Context: an optimization exercise on an open-source flow, tuned for small area, a short achievable clock period and few clock cycles. The choices shown serve that exercise and are no tape-out recipe. Function was checked by simulation only, so behaviour that the tests miss may differ from the original. Power and IR drop assume default switching activity.

### flow/design.v
`timescale 1ns / 1ps
module chip8_cpu (
    input wire clk,
    input wire reset,
    input wire [7:0] mem_data_in,
    input wire [15:0] key_pressed,
    output wire mem_read,
    output reg [11:0] mem_addr_out,
    output reg [7:0] mem_data_out,
    output reg mem_write
);
    reg        q_hi, q_lo, q_ld;
    reg        t_hi, t_lo, t_ld;
    reg        m_st, m_ld, m_bcd, m_key, m_res;
    reg [3:0]  i;            
    reg [3:0]  mx;           
    reg [11:0] pcs;          
    reg [7:0]  ir_hi, ir_lo;
    reg        ev;           
    reg [11:0] I;
    reg [7:0]  V[0:15];
    reg [11:0] stack[0:15];
    reg [3:0]  sp;
    reg [7:0]  delay_timer, sound_timer;
    reg [20:0] one_hz;       
    reg [15:0] lfsr;
    wire       dcy = t_lo;               
    wire [7:0] din = mem_data_in;
    wire       stream = !(m_st || m_ld || m_bcd || m_key || m_res);
    assign mem_read = !mem_write;        
    wire [3:0] xa = m_st ? i : ir_hi[3:0];
    wire [7:0] vx = V[xa];
    wire [7:0] vy = V[din[7:4]];
    reg  [7:0] opx, opy;
    always @(posedge clk) begin
        opx <= vx;
        opy <= vy;
    end
    reg  [3:0] key_idx;
    integer    k;
    always @(*) begin
        key_idx = 4'd0;
        for (k = 15; k >= 0; k = k - 1)
            if (key_pressed[k]) key_idx = k[3:0];
    end
    wire any_key = |key_pressed;
    function [9:0] bcd8;
        input [7:0] v;
        begin
            case (v)
                8'd0: bcd8 = {2'd0, 4'd0, 4'd0};
                8'd1: bcd8 = {2'd0, 4'd0, 4'd1};
                8'd2: bcd8 = {2'd0, 4'd0, 4'd2};
                8'd3: bcd8 = {2'd0, 4'd0, 4'd3};
                8'd4: bcd8 = {2'd0, 4'd0, 4'd4};
                8'd5: bcd8 = {2'd0, 4'd0, 4'd5};
                8'd6: bcd8 = {2'd0, 4'd0, 4'd6};
                8'd7: bcd8 = {2'd0, 4'd0, 4'd7};
                8'd8: bcd8 = {2'd0, 4'd0, 4'd8};
                8'd9: bcd8 = {2'd0, 4'd0, 4'd9};
                8'd10: bcd8 = {2'd0, 4'd1, 4'd0};
                8'd11: bcd8 = {2'd0, 4'd1, 4'd1};
                8'd12: bcd8 = {2'd0, 4'd1, 4'd2};
                8'd13: bcd8 = {2'd0, 4'd1, 4'd3};
                8'd14: bcd8 = {2'd0, 4'd1, 4'd4};
                8'd15: bcd8 = {2'd0, 4'd1, 4'd5};
                8'd16: bcd8 = {2'd0, 4'd1, 4'd6};
                8'd17: bcd8 = {2'd0, 4'd1, 4'd7};
                8'd18: bcd8 = {2'd0, 4'd1, 4'd8};
                8'd19: bcd8 = {2'd0, 4'd1, 4'd9};
                8'd20: bcd8 = {2'd0, 4'd2, 4'd0};
                8'd21: bcd8 = {2'd0, 4'd2, 4'd1};
                8'd22: bcd8 = {2'd0, 4'd2, 4'd2};
                8'd23: bcd8 = {2'd0, 4'd2, 4'd3};
                8'd24: bcd8 = {2'd0, 4'd2, 4'd4};
                8'd25: bcd8 = {2'd0, 4'd2, 4'd5};
                8'd26: bcd8 = {2'd0, 4'd2, 4'd6};
                8'd27: bcd8 = {2'd0, 4'd2, 4'd7};
                8'd28: bcd8 = {2'd0, 4'd2, 4'd8};
                8'd29: bcd8 = {2'd0, 4'd2, 4'd9};
                8'd30: bcd8 = {2'd0, 4'd3, 4'd0};
                8'd31: bcd8 = {2'd0, 4'd3, 4'd1};
                8'd32: bcd8 = {2'd0, 4'd3, 4'd2};
                8'd33: bcd8 = {2'd0, 4'd3, 4'd3};
                8'd34: bcd8 = {2'd0, 4'd3, 4'd4};
                8'd35: bcd8 = {2'd0, 4'd3, 4'd5};
                8'd36: bcd8 = {2'd0, 4'd3, 4'd6};
                8'd37: bcd8 = {2'd0, 4'd3, 4'd7};
                8'd38: bcd8 = {2'd0, 4'd3, 4'd8};
                8'd39: bcd8 = {2'd0, 4'd3, 4'd9};
                8'd40: bcd8 = {2'd0, 4'd4, 4'd0};
                8'd41: bcd8 = {2'd0, 4'd4, 4'd1};
                8'd42: bcd8 = {2'd0, 4'd4, 4'd2};
                8'd43: bcd8 = {2'd0, 4'd4, 4'd3};
                8'd44: bcd8 = {2'd0, 4'd4, 4'd4};
                8'd45: bcd8 = {2'd0, 4'd4, 4'd5};
                8'd46: bcd8 = {2'd0, 4'd4, 4'd6};
                8'd47: bcd8 = {2'd0, 4'd4, 4'd7};
                8'd48: bcd8 = {2'd0, 4'd4, 4'd8};
                8'd49: bcd8 = {2'd0, 4'd4, 4'd9};
                8'd50: bcd8 = {2'd0, 4'd5, 4'd0};
                8'd51: bcd8 = {2'd0, 4'd5, 4'd1};
                8'd52: bcd8 = {2'd0, 4'd5, 4'd2};
                8'd53: bcd8 = {2'd0, 4'd5, 4'd3};
                8'd54: bcd8 = {2'd0, 4'd5, 4'd4};
                8'd55: bcd8 = {2'd0, 4'd5, 4'd5};
                8'd56: bcd8 = {2'd0, 4'd5, 4'd6};
                8'd57: bcd8 = {2'd0, 4'd5, 4'd7};
                8'd58: bcd8 = {2'd0, 4'd5, 4'd8};
                8'd59: bcd8 = {2'd0, 4'd5, 4'd9};
                8'd60: bcd8 = {2'd0, 4'd6, 4'd0};
                8'd61: bcd8 = {2'd0, 4'd6, 4'd1};
                8'd62: bcd8 = {2'd0, 4'd6, 4'd2};
                8'd63: bcd8 = {2'd0, 4'd6, 4'd3};
                8'd64: bcd8 = {2'd0, 4'd6, 4'd4};
                8'd65: bcd8 = {2'd0, 4'd6, 4'd5};
                8'd66: bcd8 = {2'd0, 4'd6, 4'd6};
                8'd67: bcd8 = {2'd0, 4'd6, 4'd7};
                8'd68: bcd8 = {2'd0, 4'd6, 4'd8};
                8'd69: bcd8 = {2'd0, 4'd6, 4'd9};
                8'd70: bcd8 = {2'd0, 4'd7, 4'd0};
                8'd71: bcd8 = {2'd0, 4'd7, 4'd1};
                8'd72: bcd8 = {2'd0, 4'd7, 4'd2};
                8'd73: bcd8 = {2'd0, 4'd7, 4'd3};
                8'd74: bcd8 = {2'd0, 4'd7, 4'd4};
                8'd75: bcd8 = {2'd0, 4'd7, 4'd5};
                8'd76: bcd8 = {2'd0, 4'd7, 4'd6};
                8'd77: bcd8 = {2'd0, 4'd7, 4'd7};
                8'd78: bcd8 = {2'd0, 4'd7, 4'd8};
                8'd79: bcd8 = {2'd0, 4'd7, 4'd9};
                8'd80: bcd8 = {2'd0, 4'd8, 4'd0};
                8'd81: bcd8 = {2'd0, 4'd8, 4'd1};
                8'd82: bcd8 = {2'd0, 4'd8, 4'd2};
                8'd83: bcd8 = {2'd0, 4'd8, 4'd3};
                8'd84: bcd8 = {2'd0, 4'd8, 4'd4};
                8'd85: bcd8 = {2'd0, 4'd8, 4'd5};
                8'd86: bcd8 = {2'd0, 4'd8, 4'd6};
                8'd87: bcd8 = {2'd0, 4'd8, 4'd7};
                8'd88: bcd8 = {2'd0, 4'd8, 4'd8};
                8'd89: bcd8 = {2'd0, 4'd8, 4'd9};
                8'd90: bcd8 = {2'd0, 4'd9, 4'd0};
                8'd91: bcd8 = {2'd0, 4'd9, 4'd1};
                8'd92: bcd8 = {2'd0, 4'd9, 4'd2};
                8'd93: bcd8 = {2'd0, 4'd9, 4'd3};
                8'd94: bcd8 = {2'd0, 4'd9, 4'd4};
                8'd95: bcd8 = {2'd0, 4'd9, 4'd5};
                8'd96: bcd8 = {2'd0, 4'd9, 4'd6};
                8'd97: bcd8 = {2'd0, 4'd9, 4'd7};
                8'd98: bcd8 = {2'd0, 4'd9, 4'd8};
                8'd99: bcd8 = {2'd0, 4'd9, 4'd9};
                8'd100: bcd8 = {2'd1, 4'd0, 4'd0};
                8'd101: bcd8 = {2'd1, 4'd0, 4'd1};
                8'd102: bcd8 = {2'd1, 4'd0, 4'd2};
                8'd103: bcd8 = {2'd1, 4'd0, 4'd3};
                8'd104: bcd8 = {2'd1, 4'd0, 4'd4};
                8'd105: bcd8 = {2'd1, 4'd0, 4'd5};
                8'd106: bcd8 = {2'd1, 4'd0, 4'd6};
                8'd107: bcd8 = {2'd1, 4'd0, 4'd7};
                8'd108: bcd8 = {2'd1, 4'd0, 4'd8};
                8'd109: bcd8 = {2'd1, 4'd0, 4'd9};
                8'd110: bcd8 = {2'd1, 4'd1, 4'd0};
                8'd111: bcd8 = {2'd1, 4'd1, 4'd1};
                8'd112: bcd8 = {2'd1, 4'd1, 4'd2};
                8'd113: bcd8 = {2'd1, 4'd1, 4'd3};
                8'd114: bcd8 = {2'd1, 4'd1, 4'd4};
                8'd115: bcd8 = {2'd1, 4'd1, 4'd5};
                8'd116: bcd8 = {2'd1, 4'd1, 4'd6};
                8'd117: bcd8 = {2'd1, 4'd1, 4'd7};
                8'd118: bcd8 = {2'd1, 4'd1, 4'd8};
                8'd119: bcd8 = {2'd1, 4'd1, 4'd9};
                8'd120: bcd8 = {2'd1, 4'd2, 4'd0};
                8'd121: bcd8 = {2'd1, 4'd2, 4'd1};
                8'd122: bcd8 = {2'd1, 4'd2, 4'd2};
                8'd123: bcd8 = {2'd1, 4'd2, 4'd3};
                8'd124: bcd8 = {2'd1, 4'd2, 4'd4};
                8'd125: bcd8 = {2'd1, 4'd2, 4'd5};
                8'd126: bcd8 = {2'd1, 4'd2, 4'd6};
                8'd127: bcd8 = {2'd1, 4'd2, 4'd7};
                8'd128: bcd8 = {2'd1, 4'd2, 4'd8};
                8'd129: bcd8 = {2'd1, 4'd2, 4'd9};
                8'd130: bcd8 = {2'd1, 4'd3, 4'd0};
                8'd131: bcd8 = {2'd1, 4'd3, 4'd1};
                8'd132: bcd8 = {2'd1, 4'd3, 4'd2};
                8'd133: bcd8 = {2'd1, 4'd3, 4'd3};
                8'd134: bcd8 = {2'd1, 4'd3, 4'd4};
                8'd135: bcd8 = {2'd1, 4'd3, 4'd5};
                8'd136: bcd8 = {2'd1, 4'd3, 4'd6};
                8'd137: bcd8 = {2'd1, 4'd3, 4'd7};
                8'd138: bcd8 = {2'd1, 4'd3, 4'd8};
                8'd139: bcd8 = {2'd1, 4'd3, 4'd9};
                8'd140: bcd8 = {2'd1, 4'd4, 4'd0};
                8'd141: bcd8 = {2'd1, 4'd4, 4'd1};
                8'd142: bcd8 = {2'd1, 4'd4, 4'd2};
                8'd143: bcd8 = {2'd1, 4'd4, 4'd3};
                8'd144: bcd8 = {2'd1, 4'd4, 4'd4};
                8'd145: bcd8 = {2'd1, 4'd4, 4'd5};
                8'd146: bcd8 = {2'd1, 4'd4, 4'd6};
                8'd147: bcd8 = {2'd1, 4'd4, 4'd7};
                8'd148: bcd8 = {2'd1, 4'd4, 4'd8};
                8'd149: bcd8 = {2'd1, 4'd4, 4'd9};
                8'd150: bcd8 = {2'd1, 4'd5, 4'd0};
                8'd151: bcd8 = {2'd1, 4'd5, 4'd1};
                8'd152: bcd8 = {2'd1, 4'd5, 4'd2};
                8'd153: bcd8 = {2'd1, 4'd5, 4'd3};
                8'd154: bcd8 = {2'd1, 4'd5, 4'd4};
                8'd155: bcd8 = {2'd1, 4'd5, 4'd5};
                8'd156: bcd8 = {2'd1, 4'd5, 4'd6};
                8'd157: bcd8 = {2'd1, 4'd5, 4'd7};
                8'd158: bcd8 = {2'd1, 4'd5, 4'd8};
                8'd159: bcd8 = {2'd1, 4'd5, 4'd9};
                8'd160: bcd8 = {2'd1, 4'd6, 4'd0};
                8'd161: bcd8 = {2'd1, 4'd6, 4'd1};
                8'd162: bcd8 = {2'd1, 4'd6, 4'd2};
                8'd163: bcd8 = {2'd1, 4'd6, 4'd3};
                8'd164: bcd8 = {2'd1, 4'd6, 4'd4};
                8'd165: bcd8 = {2'd1, 4'd6, 4'd5};
                8'd166: bcd8 = {2'd1, 4'd6, 4'd6};
                8'd167: bcd8 = {2'd1, 4'd6, 4'd7};
                8'd168: bcd8 = {2'd1, 4'd6, 4'd8};
                8'd169: bcd8 = {2'd1, 4'd6, 4'd9};
                8'd170: bcd8 = {2'd1, 4'd7, 4'd0};
                8'd171: bcd8 = {2'd1, 4'd7, 4'd1};
                8'd172: bcd8 = {2'd1, 4'd7, 4'd2};
                8'd173: bcd8 = {2'd1, 4'd7, 4'd3};
                8'd174: bcd8 = {2'd1, 4'd7, 4'd4};
                8'd175: bcd8 = {2'd1, 4'd7, 4'd5};
                8'd176: bcd8 = {2'd1, 4'd7, 4'd6};
                8'd177: bcd8 = {2'd1, 4'd7, 4'd7};
                8'd178: bcd8 = {2'd1, 4'd7, 4'd8};
                8'd179: bcd8 = {2'd1, 4'd7, 4'd9};
                8'd180: bcd8 = {2'd1, 4'd8, 4'd0};
                8'd181: bcd8 = {2'd1, 4'd8, 4'd1};
                8'd182: bcd8 = {2'd1, 4'd8, 4'd2};
                8'd183: bcd8 = {2'd1, 4'd8, 4'd3};
                8'd184: bcd8 = {2'd1, 4'd8, 4'd4};
                8'd185: bcd8 = {2'd1, 4'd8, 4'd5};
                8'd186: bcd8 = {2'd1, 4'd8, 4'd6};
                8'd187: bcd8 = {2'd1, 4'd8, 4'd7};
                8'd188: bcd8 = {2'd1, 4'd8, 4'd8};
                8'd189: bcd8 = {2'd1, 4'd8, 4'd9};
                8'd190: bcd8 = {2'd1, 4'd9, 4'd0};
                8'd191: bcd8 = {2'd1, 4'd9, 4'd1};
                8'd192: bcd8 = {2'd1, 4'd9, 4'd2};
                8'd193: bcd8 = {2'd1, 4'd9, 4'd3};
                8'd194: bcd8 = {2'd1, 4'd9, 4'd4};
                8'd195: bcd8 = {2'd1, 4'd9, 4'd5};
                8'd196: bcd8 = {2'd1, 4'd9, 4'd6};
                8'd197: bcd8 = {2'd1, 4'd9, 4'd7};
                8'd198: bcd8 = {2'd1, 4'd9, 4'd8};
                8'd199: bcd8 = {2'd1, 4'd9, 4'd9};
                8'd200: bcd8 = {2'd2, 4'd0, 4'd0};
                8'd201: bcd8 = {2'd2, 4'd0, 4'd1};
                8'd202: bcd8 = {2'd2, 4'd0, 4'd2};
                8'd203: bcd8 = {2'd2, 4'd0, 4'd3};
                8'd204: bcd8 = {2'd2, 4'd0, 4'd4};
                8'd205: bcd8 = {2'd2, 4'd0, 4'd5};
                8'd206: bcd8 = {2'd2, 4'd0, 4'd6};
                8'd207: bcd8 = {2'd2, 4'd0, 4'd7};
                8'd208: bcd8 = {2'd2, 4'd0, 4'd8};
                8'd209: bcd8 = {2'd2, 4'd0, 4'd9};
                8'd210: bcd8 = {2'd2, 4'd1, 4'd0};
                8'd211: bcd8 = {2'd2, 4'd1, 4'd1};
                8'd212: bcd8 = {2'd2, 4'd1, 4'd2};
                8'd213: bcd8 = {2'd2, 4'd1, 4'd3};
                8'd214: bcd8 = {2'd2, 4'd1, 4'd4};
                8'd215: bcd8 = {2'd2, 4'd1, 4'd5};
                8'd216: bcd8 = {2'd2, 4'd1, 4'd6};
                8'd217: bcd8 = {2'd2, 4'd1, 4'd7};
                8'd218: bcd8 = {2'd2, 4'd1, 4'd8};
                8'd219: bcd8 = {2'd2, 4'd1, 4'd9};
                8'd220: bcd8 = {2'd2, 4'd2, 4'd0};
                8'd221: bcd8 = {2'd2, 4'd2, 4'd1};
                8'd222: bcd8 = {2'd2, 4'd2, 4'd2};
                8'd223: bcd8 = {2'd2, 4'd2, 4'd3};
                8'd224: bcd8 = {2'd2, 4'd2, 4'd4};
                8'd225: bcd8 = {2'd2, 4'd2, 4'd5};
                8'd226: bcd8 = {2'd2, 4'd2, 4'd6};
                8'd227: bcd8 = {2'd2, 4'd2, 4'd7};
                8'd228: bcd8 = {2'd2, 4'd2, 4'd8};
                8'd229: bcd8 = {2'd2, 4'd2, 4'd9};
                8'd230: bcd8 = {2'd2, 4'd3, 4'd0};
                8'd231: bcd8 = {2'd2, 4'd3, 4'd1};
                8'd232: bcd8 = {2'd2, 4'd3, 4'd2};
                8'd233: bcd8 = {2'd2, 4'd3, 4'd3};
                8'd234: bcd8 = {2'd2, 4'd3, 4'd4};
                8'd235: bcd8 = {2'd2, 4'd3, 4'd5};
                8'd236: bcd8 = {2'd2, 4'd3, 4'd6};
                8'd237: bcd8 = {2'd2, 4'd3, 4'd7};
                8'd238: bcd8 = {2'd2, 4'd3, 4'd8};
                8'd239: bcd8 = {2'd2, 4'd3, 4'd9};
                8'd240: bcd8 = {2'd2, 4'd4, 4'd0};
                8'd241: bcd8 = {2'd2, 4'd4, 4'd1};
                8'd242: bcd8 = {2'd2, 4'd4, 4'd2};
                8'd243: bcd8 = {2'd2, 4'd4, 4'd3};
                8'd244: bcd8 = {2'd2, 4'd4, 4'd4};
                8'd245: bcd8 = {2'd2, 4'd4, 4'd5};
                8'd246: bcd8 = {2'd2, 4'd4, 4'd6};
                8'd247: bcd8 = {2'd2, 4'd4, 4'd7};
                8'd248: bcd8 = {2'd2, 4'd4, 4'd8};
                8'd249: bcd8 = {2'd2, 4'd4, 4'd9};
                8'd250: bcd8 = {2'd2, 4'd5, 4'd0};
                8'd251: bcd8 = {2'd2, 4'd5, 4'd1};
                8'd252: bcd8 = {2'd2, 4'd5, 4'd2};
                8'd253: bcd8 = {2'd2, 4'd5, 4'd3};
                8'd254: bcd8 = {2'd2, 4'd5, 4'd4};
                8'd255: bcd8 = {2'd2, 4'd5, 4'd5};
                default: bcd8 = 10'd0;
            endcase
        end
    endfunction
    wire [9:0] bcd_d = bcd8(vx);         
    wire [9:0] bcd_e = bcd8(opx);        
    wire [3:0]  dop   = ir_hi[7:4];
    wire        d_jmp = (dop == 4'h1) || (dop == 4'h2);
    wire        d_ret = (ir_hi == 8'h00) && (din == 8'hEE);
    wire        eq_nn = (vx == din);
    wire        key_x = key_pressed[vx[3:0]];
    reg         d_skip;
    always @(*) begin
        case (dop)
            4'h3: d_skip = eq_nn;
            4'h4: d_skip = !eq_nn;
            4'hE: d_skip = ((din == 8'h9E) && key_x) || ((din == 8'hA1) && !key_x);
            default: d_skip = 1'b0;
        endcase
    end
    wire d_f     = (dop == 4'hF);
    wire d_st    = d_f && (din == 8'h55);
    wire d_ld    = d_f && (din == 8'h65);
    wire d_bcd   = d_f && (din == 8'h33);
    wire d_key   = d_f && (din == 8'h0A);
    wire d_mem   = d_st || d_ld || d_bcd || d_key;
    wire d_redir = d_jmp || d_ret || d_skip;
    wire x_zero  = (ir_hi[3:0] == 4'd0);
    reg [11:0] target;
    always @(*) begin
        if (d_jmp)      target = {ir_hi[3:0], din};
        else if (d_ret) target = stack[sp - 4'd1];
        else            target = mem_addr_out + 12'd2;     
    end
    wire       d8     = (dop == 4'h8);
    reg        c_sub_xy, c_sub_yx, c_nn, c_flag;
    always @(posedge clk) begin
        c_sub_xy <= d8 && (din[3:0] == 4'h5);
        c_sub_yx <= d8 && (din[3:0] == 4'h7);
        c_nn     <= (dop == 4'h7);
        c_flag   <= dcy && d8 && (din[3:0] == 4'h4 || din[3:0] == 4'h5 || din[3:0] == 4'h6 ||
                                  din[3:0] == 4'h7 || din[3:0] == 4'hE);
    end
    wire [3:0] eop = ir_hi[7:4];
    wire [3:0] en  = ir_lo[3:0];
    wire [7:0] nn  = ir_lo;
    wire [7:0] a_op = c_sub_yx ? ~opx : opx;
    wire [7:0] b_op = c_nn ? nn : c_sub_xy ? ~opy : opy;
    wire [8:0] sum  = {1'b0, a_op} + {1'b0, b_op} + {8'd0, c_sub_xy | c_sub_yx};
    wire       e_bnn  = ev && (eop == 4'hB);
    wire       e_skip = ev && (((eop == 4'h5) && (opx == opy)) || ((eop == 4'h9) && (opx != opy)));
    reg        e_we, e_wf;
    reg [7:0]  e_wd;
    reg        e_f;
    always @(*) begin
        e_we = 1'b0; e_wf = c_flag; e_wd = 8'd0; e_f = 1'b0;
        if (ev) begin
            case (eop)
                4'h6: begin e_we = 1'b1; e_wd = nn; end
                4'h7: begin e_we = 1'b1; e_wd = sum[7:0]; end
                4'h8: case (en)
                    4'h0: begin e_we = 1'b1; e_wd = opy; end
                    4'h1: begin e_we = 1'b1; e_wd = opx | opy; end
                    4'h2: begin e_we = 1'b1; e_wd = opx & opy; end
                    4'h3: begin e_we = 1'b1; e_wd = opx ^ opy; end
                    4'h4, 4'h5, 4'h7: begin e_we = 1'b1; e_wd = sum[7:0]; e_f = sum[8]; end
                    4'h6: begin e_we = 1'b1; e_wd = {1'b0, opx[7:1]}; e_f = opx[0]; end
                    4'hE: begin e_we = 1'b1; e_wd = {opx[6:0], 1'b0}; e_f = opx[7]; end
                    default: ;
                endcase
                4'hC: begin e_we = 1'b1; e_wd = nn & lfsr[7:0]; end
                4'hF: if (nn == 8'h07) begin e_we = 1'b1; e_wd = delay_timer; end
                default: ;
            endcase
        end
    end
    reg        w_en;
    reg [3:0]  w_idx;
    reg [7:0]  w_dat;
    always @(*) begin
        if (t_ld) begin
            w_en = 1'b1; w_idx = i - 4'd2; w_dat = din;
        end else if (m_key) begin
            w_en = any_key; w_idx = mx; w_dat = {4'd0, key_idx};
        end else begin
            w_en = e_we; w_idx = ir_hi[3:0]; w_dat = e_wd;
        end
    end
    integer r;
    always @(posedge clk) begin
        for (r = 0; r < 16; r = r + 1)
            if (r == 15 && e_wf)
                V[r] <= {7'd0, e_f};
            else if (w_en && w_idx == r[3:0])
                V[r] <= w_dat;
        if (dcy && dop == 4'h2)
            stack[sp] <= mem_addr_out;
    end
    always @(posedge clk) begin
        if (t_hi) ir_hi <= din;
        if (dcy) begin
            ir_lo <= din;
            mx <= ir_hi[3:0];
            pcs <= mem_addr_out + 12'd1;
            mem_data_out <= din[6] ? V[0] : {6'd0, bcd_d[9:8]};    
        end else if (m_st) begin
            mem_data_out <= vx;
        end else if (m_bcd) begin
            mem_data_out <= {4'd0, i[0] ? bcd_e[7:4] : bcd_e[3:0]};
        end
        if (dcy)
            i <= 4'd1;
        else if (m_st || m_ld || m_bcd || m_res)
            i <= i + 4'd1;
    end
    always @(posedge clk or posedge reset) begin
        if (reset) begin
            mem_addr_out <= 12'h200;
            mem_write <= 1'b0;
            q_hi <= 1'b1; q_lo <= 1'b0; q_ld <= 1'b0;
            t_hi <= 1'b0; t_lo <= 1'b0; t_ld <= 1'b0;
            m_st <= 1'b0; m_ld <= 1'b0; m_bcd <= 1'b0; m_key <= 1'b0; m_res <= 1'b0;
            ev <= 1'b0;
            I <= 12'd0;
            sp <= 4'd0;
            delay_timer <= 8'd0;
            sound_timer <= 8'd0;
            one_hz <= 21'h1FFFFF;
            lfsr <= 16'hACE1;
        end else begin
            if (one_hz == 21'h0E2A3E) begin
                one_hz <= 21'h1FFFFF;
                if (delay_timer != 8'd0) delay_timer <= delay_timer - 8'd1;
                if (sound_timer != 8'd0) sound_timer <= sound_timer - 8'd1;
            end else begin
                one_hz <= {one_hz[19:0], one_hz[20] ^ one_hz[18]};
            end
            ev <= dcy;
            t_hi <= q_hi && !(dcy && d_redir);
            t_lo <= q_lo && !e_skip && !e_bnn;
            t_ld <= q_ld;
            mem_write <= 1'b0;
            q_ld <= 1'b0;
            if (stream) begin
                mem_addr_out <= mem_addr_out + 12'd1;
                q_hi <= q_lo;
                q_lo <= q_hi;
                if (dcy) begin
                    if (d_redir) begin
                        mem_addr_out <= target;
                        q_hi <= 1'b1;
                        q_lo <= 1'b0;
                    end else if (d_mem) begin
                        mem_addr_out <= I;
                        q_hi <= 1'b0;
                        q_lo <= 1'b0;
                        q_ld <= d_ld;
                        mem_write <= d_st || d_bcd;
                        m_st <= d_st && !x_zero;
                        m_ld <= d_ld && !x_zero;
                        m_bcd <= d_bcd;
                        m_key <= d_key;
                        m_res <= (d_st || d_ld) && x_zero;
                    end
                    if (dop == 4'h2) sp <= sp + 4'd1;
                    if (d_ret) sp <= sp - 4'd1;
                end
                if (e_bnn) begin
                    mem_addr_out <= {ir_hi[3:0], ir_lo} + {4'd0, V[0]};
                    q_hi <= 1'b1;
                    q_lo <= 1'b0;
                end
            end else begin
                if (m_st || m_ld || m_bcd)
                    mem_addr_out <= mem_addr_out + 12'd1;
                if (m_st || m_bcd)
                    mem_write <= 1'b1;
                if (m_ld)
                    q_ld <= 1'b1;
                if ((m_st || m_ld) && i == mx) begin
                    m_st <= 1'b0;
                    m_ld <= 1'b0;
                    m_res <= 1'b1;
                end
                if (m_bcd && i[1]) begin
                    m_bcd <= 1'b0;
                    m_res <= 1'b1;
                end
                if (m_res || (m_key && any_key)) begin
                    mem_addr_out <= pcs;
                    q_lo <= 1'b1;
                    m_res <= 1'b0;
                    m_key <= 1'b0;
                end
            end
            if (ev) begin
                case (eop)
                    4'hA: I <= {ir_hi[3:0], ir_lo};
                    4'hC: lfsr <= {lfsr[14:0], lfsr[15] ^ lfsr[13] ^ lfsr[12] ^ lfsr[10]};
                    4'hF: case (nn)
                        8'h15: delay_timer <= opx;
                        8'h18: sound_timer <= opx;
                        8'h1E: I <= I + {4'd0, opx};
                        8'h29: I <= {6'd0, opx[3:0], 2'd0} + {8'd0, opx[3:0]};
                        default: ;
                    endcase
                    default: ;
                endcase
            end
        end
    end
endmodule
### flow/constraint.sdc
create_clock -name core_clock -period 12.0 [get_ports {clk}]
set_input_delay 2.4000 -clock core_clock [delete_from_list [all_inputs] [get_ports {clk}]]
set_output_delay 2.4000 -clock core_clock [all_outputs]
set_load 0.01 [all_outputs]
### flow/config.mk
export PLATFORM = sky130hd
export DESIGN_NAME = chip8_cpu
export DESIGN_NICKNAME = chip8_cpu
export VERILOG_FILES = /design/flow/design.v
export SDC_FILE = /design/flow/constraint.sdc
export NUM_CORES = 4
export LEC_CHECK = 0
export CAP_MARGIN = 20
export CORE_MARGIN = 2
export CORE_UTILIZATION = 60
export SETUP_SLACK_MARGIN = 5
export SLEW_MARGIN = 20
### flow/run.sh
#!/bin/bash
# synth_recipe.tcl (not shown) runs the flow's synth.tcl, then flattens the netlist and writes it again
# the make line also repeats each setting of config.mk as NAME=value (left out here)
make -C /OpenROAD-flow-scripts/flow DESIGN_CONFIG=/design/flow/config.mk WORK_HOME=/design/flow/orfs CLKGATE_MAP_FILE= SYNTH_SCRIPT=/design/flow/synth_recipe.tcl finish
==> results by group <==
Clocking
  – Root Driver: clkbuf_16
  – CTS tree: built
  – TritonCTS buffer count: 49
  – # hold bufs at CTS: 0
  – Clock Path Buffers: 3
  – Clock latency (worst-skew pair): 630 ps
  – # resized after CTS: 0
  – CTS clock-pin slew for the worst setup and hold paths: 70 ps
  – Post-CTS Setup Inserts: 0
  – H-tree levels: 2
  – CTS sink count: 477

Global route
  – Residual overflow from global routing: 0
  – Global Route Usage Sum: 38.77%
  – Initial antenna violation count: 2
  – Largest net degree at the start of global routing: 70
  – First-pass GRT wire length: 127100 um
  – Number of global-route vias before repair: 19290

Placed design
  – Port Buffers: 47
  – Detail Placement HPWL: 59180 um
  – DP Worst Slack: 5994 ps
  – GP Congestion: 1.057

Die
  – Rows: 76
  – Initial Util: 60.44%
  – Die X: 211.6 um
  – Die Footprint: 0.04479 mm^2
  – Core area: 0.04279 mm^2
  – Die Y-Extent: 211.6 um
  – Io pins: 48

Cells and area
  – Nets: 2387
  – Most frequent cells in the layout: edfxtp_1 (353), nor2_1 (167), nand2_1 (159), o21ai_0 (147), a21oi_1 (121)
  – FF/Latch Area: 0.01356 mm^2
  – Number of inserted diodes: 0
  – Commonest non-fill, non-tap cell in the layout: edfxtp_1
  – Post-layout util: 67.24%
  – Ratio of cells with drive above 1 in the final layout: 15.05%
  – Area Overhead vs Synth: 11.25%
  – Multi-input combinational cell area: 0.01140 mm^2
  – Filler cell count: 3202

STA
  – Crit share post-route: 48.52%
  – FMAX: 171.8 MHz
  – Final setup TNS: 0 ps
  – RSZ-0062 raised after global routing: no
  – Final hold vios: 0
  – Max-slew violation count: 0
  – Worst-Margin Slew: 1049 ps
  – Max-slew headroom: 30.04%
  – Period minus WS final: 5822 ps
  – Final setup viols: 0
  – Worst setup margin: 6178 ps
  – Worst Skew: 31.45 ps

Synth
  – Synthesis Warnings: 2
  – Largest family of logic cells by synthesized area: compound AO/OA/AOI/OAI gates
  – Multiplexer share of the synthesized area: 9.627%
  – Post-Synth Adder-Cell Area: 3.144%
  – Cell variety after synth: 100
  – Synth Flop Type: edfxtp_1
  – Syn avg cell area: 11.39 um^2
  – Synthesis-stage register bit count: 477
  – Compound-Gate Fraction of Synth Area: 15.65%
  – Mapped Nets: 2358
  – Gate Count Post-Synth: 2270
  – Synthesized-area fraction occupied by and/or/nand/nor cells: 12.41%
  – Number of flops mapped to enable cells by yosys: 353
  – Post-Syn Area: 0.02586 mm^2
  – XOR/XNOR Fraction of Synth Area: 3.014%
  – Sequential area share after synthesis: 52.39%
  – Async set or reset register ratio after synthesis: 18.03%

Run status
  – Status: timing/DRC/antenna clean

Critical path
  – CP Capture Type: flip-flop
  – Crit-path max FO: 31
  – Crit path from: m_st$_DFFE_PP0P_
  – CP Launch Type: flip-flop
  – Worst Setup Path Type: flip-flop to flip-flop
  – Worst reg2reg setup slack: 6180 ps
  – RR Endpoint: mem_addr_out[1]$_DFFE_PP0P_
  – Arrival time at the worst endpoint: 6330 ps
  – Worst Reg-to-Reg Cells: 15
  – Worst r2r src: m_st$_DFFE_PP0P_
  – Worst EP required: 12510 ps

Drt
  – Routed length per instance: 29.74 um
  – Post-route DRC: 0
  – Pre-antenna DRT Iters: 10
  – DRT iter0 DRCs: 2952
  – Vias per cell: 7.090
  – Post-Route WL: 85810 um
  – Vias: 20460
  – Final ANT Viol Nets: 0

Worst hold path
  – HP Start: q_ld$_DFF_PP0_
  – Hold Path Stages: 0
  – Hold endpoint: t_ld$_DFF_PP0_
  – Hold Crit Class: flip-flop to flip-flop

Pwr
  – Leakage: 0.01052 uW
  – Power Dens Cells: 269.0 mW/mm^2
  – Peak supply drop: 0.0001794 V

Job
  – Max cap viols: 0
==> where the power goes <==
group	leakage [uW]	switching, uW	total [uW]	internal (uW)
Combinational	0.00512	2280	3670	1400
Sequential	0.00457	292	2440	2150
Clock	0.000827	690	1630	936
==> per-stage QoR <==
step | hold slack [ps] | area (um^2) | total power [uW] | std cells
after floorplan | 331.2 | 25860 | 4876 | 2270
after global placement | 334.9 | 27050 | 5942 | 2794
after detailed placement | 334.7 | 27050 | 6007 | 2794
after CTS | 348.9 | 28770 | 7632 | 2885
after global routing | 365.5 | 28770 | 8093 | 2885
final | 351.6 | 28770 | 7742 | 2885
==> worst max-delay path by stage <==
stage,end,slack (ps),depth (start not counted)
floorplan,mem_addr_out[5]$_DFFE_PP0P_,6860,15
global placement,mem_addr_out[8]$_DFFE_PP0P_,6060,12
detailed placement,mem_addr_out[8]$_DFFE_PP0P_,5990,12
CTS,mem_addr_out[7]$_DFFE_PP0P_,6440,15
global route,mem_addr_out[1]$_DFFE_PP0P_,5990,15
finish,mem_addr_out[1]$_DFFE_PP0P_,6180,15
==> synth_stat cells, drive strengths merged (11+ instances only) <==
library cell	instances	share of area, %
nand3	54	1.0
nand2	159	2.3
clkbuf	105	1.5
nor4	17	0.44
dfxtp	38	2.9
or2	14	0.34
xor2	35	1.2
xnor2	54	1.8
or4	12	0.41
a22oi	37	1.1
a21o	19	0.61
nor2	170	2.5
a31oi	24	0.58
nor3b	16	0.46
inv	85	1.2
mux2	35	1.5
a21oi	123	2.4
a22o	14	0.47
dfrtp	55	5.3
o21ai	149	2.9
and3	22	0.53
edfxtp	353	41
nand2b	32	0.77
nand4	18	0.44
nand3b	12	0.35
mux2i	65	2.5
nor3	48	0.93
mux4	64	5.6
a32oi	11	0.37
dfstp	31	3.1
buf	45	0.88
a211oi	32	0.95
o211ai	19	0.61
nor2b	31	0.75
a2111oi	11	0.54
ha	57	2.8
a221oi	20	0.68
o22ai	36	0.89
==> cell families (layout without fill, tap and decap cells) <==
family	after synthesis	after routing
AOI/OAI and AO/OA	595	595
buffers and inverters	240	309
and+or+nand+nor	643	643
muxes	164	164
DFF	477	477
xor gates and xnor gates	89	89
adders and majority gates	62	62
==> worst max-delay path, cell delays in order (launching register included) <==
cell	delay, ps
dfrtp_2	620
buf_4	370
nor3b_1	240
buf_4	200
or2_1	550
a32oi_1	200
o211ai_1	290
o22a_1	670
inv_1	330
nand2_1	200
a211oi_1	80
nor4_2	470
mux2_4	400
nor2_1	540
a211oi_1	150
o41ai_1	360
==> layer usage <==
| metal | vias up | track usage, % | wire length (um) |
|---|---|---|---|
| met1 | 10050 | 54.53 | 33150 |
| li1 | 8705 | - | - |
| met4 | 4 | 16.03 | 3997 |
| met5 | - | 0 | 22 |
| met2 | 1426 | 57.36 | 37790 |
| met3 | 272 | 10.35 | 10850 |
==> flip-flops by register name, summed over array words and instances, names as in the netlist, 4 cells and up <==
| signal | cells |
|---|---|
| I | 12 |
| V | 128 |
| bcd_e | 7 |
| delay_timer | 8 |
| i | 4 |
| ir_hi | 8 |
| ir_lo | 8 |
| lfsr | 16 |
| mem_addr_out | 12 |
| mem_data_out | 8 |
| mx | 4 |
| one_hz | 21 |
| opx | 8 |
| opy | 8 |
| pcs | 12 |
| sp | 4 |
| stack | 192 |
==> final cells by class <==
class,instances,area share (%)
Tap cell,546,2.374
Multi-Input combinational cell,1553,39.63
Inverter,90,1.222
Clock inverter,33,1.461
Sequential cell,477,47.12
Timing Repair Buffer,128,3.679
Clock buffer,58,4.518
Testbench counts, summed over its fixed seeds: cycles 204,165.

## re-timing with driven ports
How much do the figures lean on ideal ports? The routed layout below was timed once more, with nothing changed but the port constraints.
Step 1 sets driving cells, clkbuf_16 on the clock port and buf_2 on the other inputs (assumed; they add their load-dependent delay and slew).
Step 2 also shifts input and output timing later by t, the mid clock arrival at the registers, as if the neighbouring blocks saw the same clock.
Slacks: ideal / step 1 / step 2; pairs: ideal / step 1.
t, ns: 0.675
setup WS [ns]: 6.178 / 6.178 / 5.897
worst hold slack (ns): 0.352 / 0.352 / 0.352
cell pins on the clock port's net: 1
After both steps this run still meets setup and hold. The setup slack of this run moves by 0.000 ns with the drivers and by -0.281 ns with both steps.
